Context: an optimization exercise on an open-source flow, tuned for small area. The choices shown serve that exercise and are no tape-out recipe.
Only simulation tests tie the RTL to the original design; equivalence was not proved.
No activity file was given, so power comes from the tool's default toggle rates.

## the previous run
Design top, start of the top module:
module top (
    input clk,
    input mode,
    input song,
    input plus,
    input minus,
    input rst,
    input set,
    input refer,
    input player1,
    input player2,
    output reg [8:0] rope,
    output reg [1:0] sel,
    output reg [1:0] ledr,
    output reg [1:0] ledg,
    output [1:0] ledb,
    output [3:0] ledop,
    output [7:0] segdata1,
    output [7:0] segdata0,
    output [7:0] seg,
    output [7:0] sel8,
    output reg ledplayer1,
    output reg ledplayer2,
    output reg buzzer,
    output reg round_indicator_1,
    output reg round_indicator_2
);
localparam SYM_DASH = 4'd10, SYM_L = 4'd11, SYM_E = 4'd12, SYM_BLANK = 4'd13;
wire playsong;
wire song_pulse, mode_pulse, plus_pulse, minus_pulse, set_pulse, refer_pulse;
wire player1_pulse, player2_pulse;
wire set_q, plus_q, minus_q;    
wire b40_lt, b40_gt;         
wire mid_lt, mid_gt;         
wire fast_lt, fast_gt;       
reg  mid_lt_d, mid_gt_d;
parameter init              = 3'd0;
parameter time_set          = 3'd1;
parameter round_set         = 3'd2;
parameter finish_setting    = 3'd3;
parameter counting_down     = 3'd4;
parameter gaming            = 3'd5;
parameter check             = 3'd6;
parameter gameover          = 3'd7;
reg [2:0] current_state;
reg [2:0] next_state;
reg gameoverflag;            
reg win1, win2, draw;
reg winflag_1, winflag_2, buzzerflag;
reg [1:0] modereg;
reg [3:0] cycle;
reg [2:0] scan;
reg [3:0] score1, score2;
reg [3:0] win;
reg [1:0] nr1;              
reg [3:0] nr0;              
reg [4:0] seck;              
reg [4:0] seck_d;            
reg [3:0] sr1, sr0;          
reg [3:0] sr1_d, sr0_d;      
reg [1:0] cntdownsec;
reg [3:0] buzzer_gameover_8;
reg       ledb_r;
reg       insetting_d;       
reg       act_d;             
reg [3:0] sd0, sd1;          
reg [3:0] segsym;            
reg [1:0] dmode;             
reg [1:0] d_r1;
reg [3:0] d_r0;
reg       lag1, lag2;        
reg [14:0] p1;
reg [12:0] p2;
reg [11:0] p3;
  ...
==> flow/config.mk <==
export PLATFORM = sky130hd
export DESIGN_NAME = top
export DESIGN_NICKNAME = top
export VERILOG_FILES = /design/flow/design.v
export SDC_FILE = /design/flow/constraint.sdc
export NUM_CORES = 4
export LEC_CHECK = 0
export ABC_AREA = 1
export ABC_CLOCK_PERIOD_IN_PS = 1000000
export CAP_MARGIN = 20
export CORE_MARGIN = 2
export CORE_UTILIZATION = 40
export CTS_CLUSTER_DIAMETER = 100
export CTS_CLUSTER_SIZE = 25
export PLACE_DENSITY = 0.6
export SLEW_MARGIN = 20
==> flow/constraint.sdc <==
create_clock -name core_clock -period 10.0 [get_ports {clk}]
set_input_delay 2.0000 -clock core_clock [delete_from_list [all_inputs] [get_ports {clk}]]
set_output_delay 2.0000 -clock core_clock [all_outputs]
set_load 0.01 [all_outputs]
run.sh (not shown) runs the stock make flow with config.mk's settings and CLKGATE_MAP_FILE= SYNTH_SCRIPT=/design/flow/synth_recipe.tcl, a recipe that flattens the netlist after the stock synthesis.
#### Input delta (the current run over the previous run)
diff --git a/flow/design.v b/flow/design.v
--- a/flow/design.v
+++ b/flow/design.v
@@ -89,25 +89,25 @@
 wire p3_3000  = (p3 == 12'hd32);
 wire b1_6000  = (buzzer_cnt_1Hz == 13'h0457);
 wire cd_12000 = (countdown_1Hz == 14'h3115);
 debounce mode_debounce    (.clk(clk), .rst(rst), .key(mode),    .key_pulse(mode_pulse));
 debounce song_debounce    (.clk(clk), .rst(rst), .key(song),    .key_pulse(song_pulse));
 debounce sec_plus_debounce(.clk(clk), .rst(rst), .key(plus),    .key_pulse(plus_pulse), .key_q(plus_q));
 debounce sec_minus_debounce(.clk(clk), .rst(rst), .key(minus),  .key_pulse(minus_pulse), .key_q(minus_q));
 debounce set_debounce     (.clk(clk), .rst(rst), .key(set),     .key_pulse(set_pulse), .key_q(set_q));
 debounce refer_debounce   (.clk(clk), .rst(rst), .key(refer),   .key_pulse(refer_pulse));
 debounce player1_debounce (.clk(clk), .rst(rst), .key(player1), .key_pulse(player1_pulse));
 debounce player2_debounce (.clk(clk), .rst(rst), .key(player2), .key_pulse(player2_pulse));
-breath_gen #(.N(40), .W(6), .T2(5), .LAST(6'h2d)) b40  (.clk(clk), .rst(rst), .lt(b40_lt),  .gt(b40_gt));
-breath_gen #(.N(24), .W(5), .T2(3), .LAST(5'h1a)) bmid (.clk(clk), .rst(rst), .lt(mid_lt),  .gt(mid_gt));
-breath_gen #(.N(15), .W(4), .T2(3), .LAST(4'h8)) bfast(.clk(clk), .rst(rst), .lt(fast_lt), .gt(fast_gt));
+breath_gen #(.N(40), .W(6)) b40  (.clk(clk), .rst(rst), .lt(b40_lt),  .gt(b40_gt));
+breath_gen #(.N(24), .W(5)) bmid (.clk(clk), .rst(rst), .lt(mid_lt),  .gt(mid_gt));
+breath_gen #(.N(15), .W(4)) bfast(.clk(clk), .rst(rst), .lt(fast_lt), .gt(fast_gt));
 always @(posedge clk) begin
     mid_lt_d <= mid_lt;
     mid_gt_d <= mid_gt;
 end
 playsongs bgm(.clk(clk), .rst(gameoverflag), .song(song_pulse), .buzzer(playsong));
 wire st_init  = (current_state == init);
 wire st_ts    = (current_state == time_set);
 wire st_rs    = (current_state == round_set);
 wire st_fin   = (current_state == finish_setting);
 wire st_cd    = (current_state == counting_down);
 wire st_game  = (current_state == gaming);
@@ -624,51 +624,48 @@
         key_rst_n     <= ~key;
         key_rst_pre_n <= key_rst_n;
         if (key_edge) cnt <= 8'h0;
         else          cnt <= cnt + 1'b1;
         if (cnt == 8'hff) key_sec_n <= ~key;
         key_sec_pre_n <= key_sec_n;
     end
 end
 assign key_pulse = ~key_sec_pre_n & key_sec_n;
 assign key_q = ~key_rst_n;
 endmodule
-module breath_gen #(parameter N = 40, parameter W = 6, parameter T2 = 5, parameter [W-1:0] LAST = 6'h2d) (
+module breath_gen #(parameter N = 40, parameter W = 6) (
     input  clk,
     input  rst,
     output reg lt,
     output reg gt
 );
 reg [W-1:0] cnt1;
 reg [W-1:0] cnt2;
 reg         flag;
-wire [W-1:0] c1_up   = {cnt1[W-2:0], ~(cnt1[W-1] ^ cnt1[T2-1])};
-wire [W-1:0] c2_up   = {cnt2[W-2:0], ~(cnt2[W-1] ^ cnt2[T2-1])};
-wire [W-1:0] c2_down = {~(cnt2[0] ^ cnt2[T2]), cnt2[W-1:1]};
-wire c1_last = (cnt1 == LAST);
 always @(posedge clk or negedge rst) begin
     if (!rst) begin
         cnt1 <= 0;
         cnt2 <= 0;
         flag <= 1'b0;
     end
     else begin
-        cnt1 <= c1_last ? {W{1'b0}} : c1_up;
-        if (c1_last) begin
+        if (cnt1 == N-1) cnt1 <= 0;
+        else             cnt1 <= cnt1 + 1'b1;
+        if (cnt1 == N-1) begin
             if (!flag) begin
-                if (cnt2 == LAST) flag <= 1'b1;
-                else              cnt2 <= c2_up;
+                if (cnt2 == N-1) flag <= 1'b1;
+                else             cnt2 <= cnt2 + 1'b1;
             end
             else begin
                 if (cnt2 == 0) flag <= 1'b0;
-                else           cnt2 <= c2_down;
+                else           cnt2 <= cnt2 - 1'b1;
             end
         end
     end
 end
 wire eq = (cnt1 == cnt2);
 wire ge = eq | ((cnt1 != 0) & lt);
 always @(posedge clk) begin
     lt <= ge;
     gt <= ~ge | eq;
 end
 endmodule
Notes after the runs:
The current run vs. the previous run: floorplan core area increased about 0.43%, combinational power essentially unchanged, first-pass GRT wire length increased about 0.33%, number of clock buffers in the layout decreased 9.7%, maximum frequency increased 0.0014 GHz.
On met3 demand-to-capacity share in global routing, the previous run tracks the current run almost exactly.

[port drivers added, routing unchanged]
The results above use ideal ports. As a check the final layouts listed here were re-extracted and re-timed, cells and wires unchanged. Step 1 assumes that a clkbuf_16 drives the clock port and a buf_2 every other input. Step 2 times the ports against the registers' clock, not the clock port: input delays grow and output delays shrink by t, the midpoint of the rising clock arrivals with the driver on. Three values: ideal, step 1, step 2; two values: the first two.
run	t, ns	slack for setup (ns)	cell pins on the clock port's net
the previous run	0.581	5.485 / 5.432 / 6.012	1
the current run	0.581	5.512 / 5.462 / 6.043	1
After both steps setup and hold are still met in every run listed.
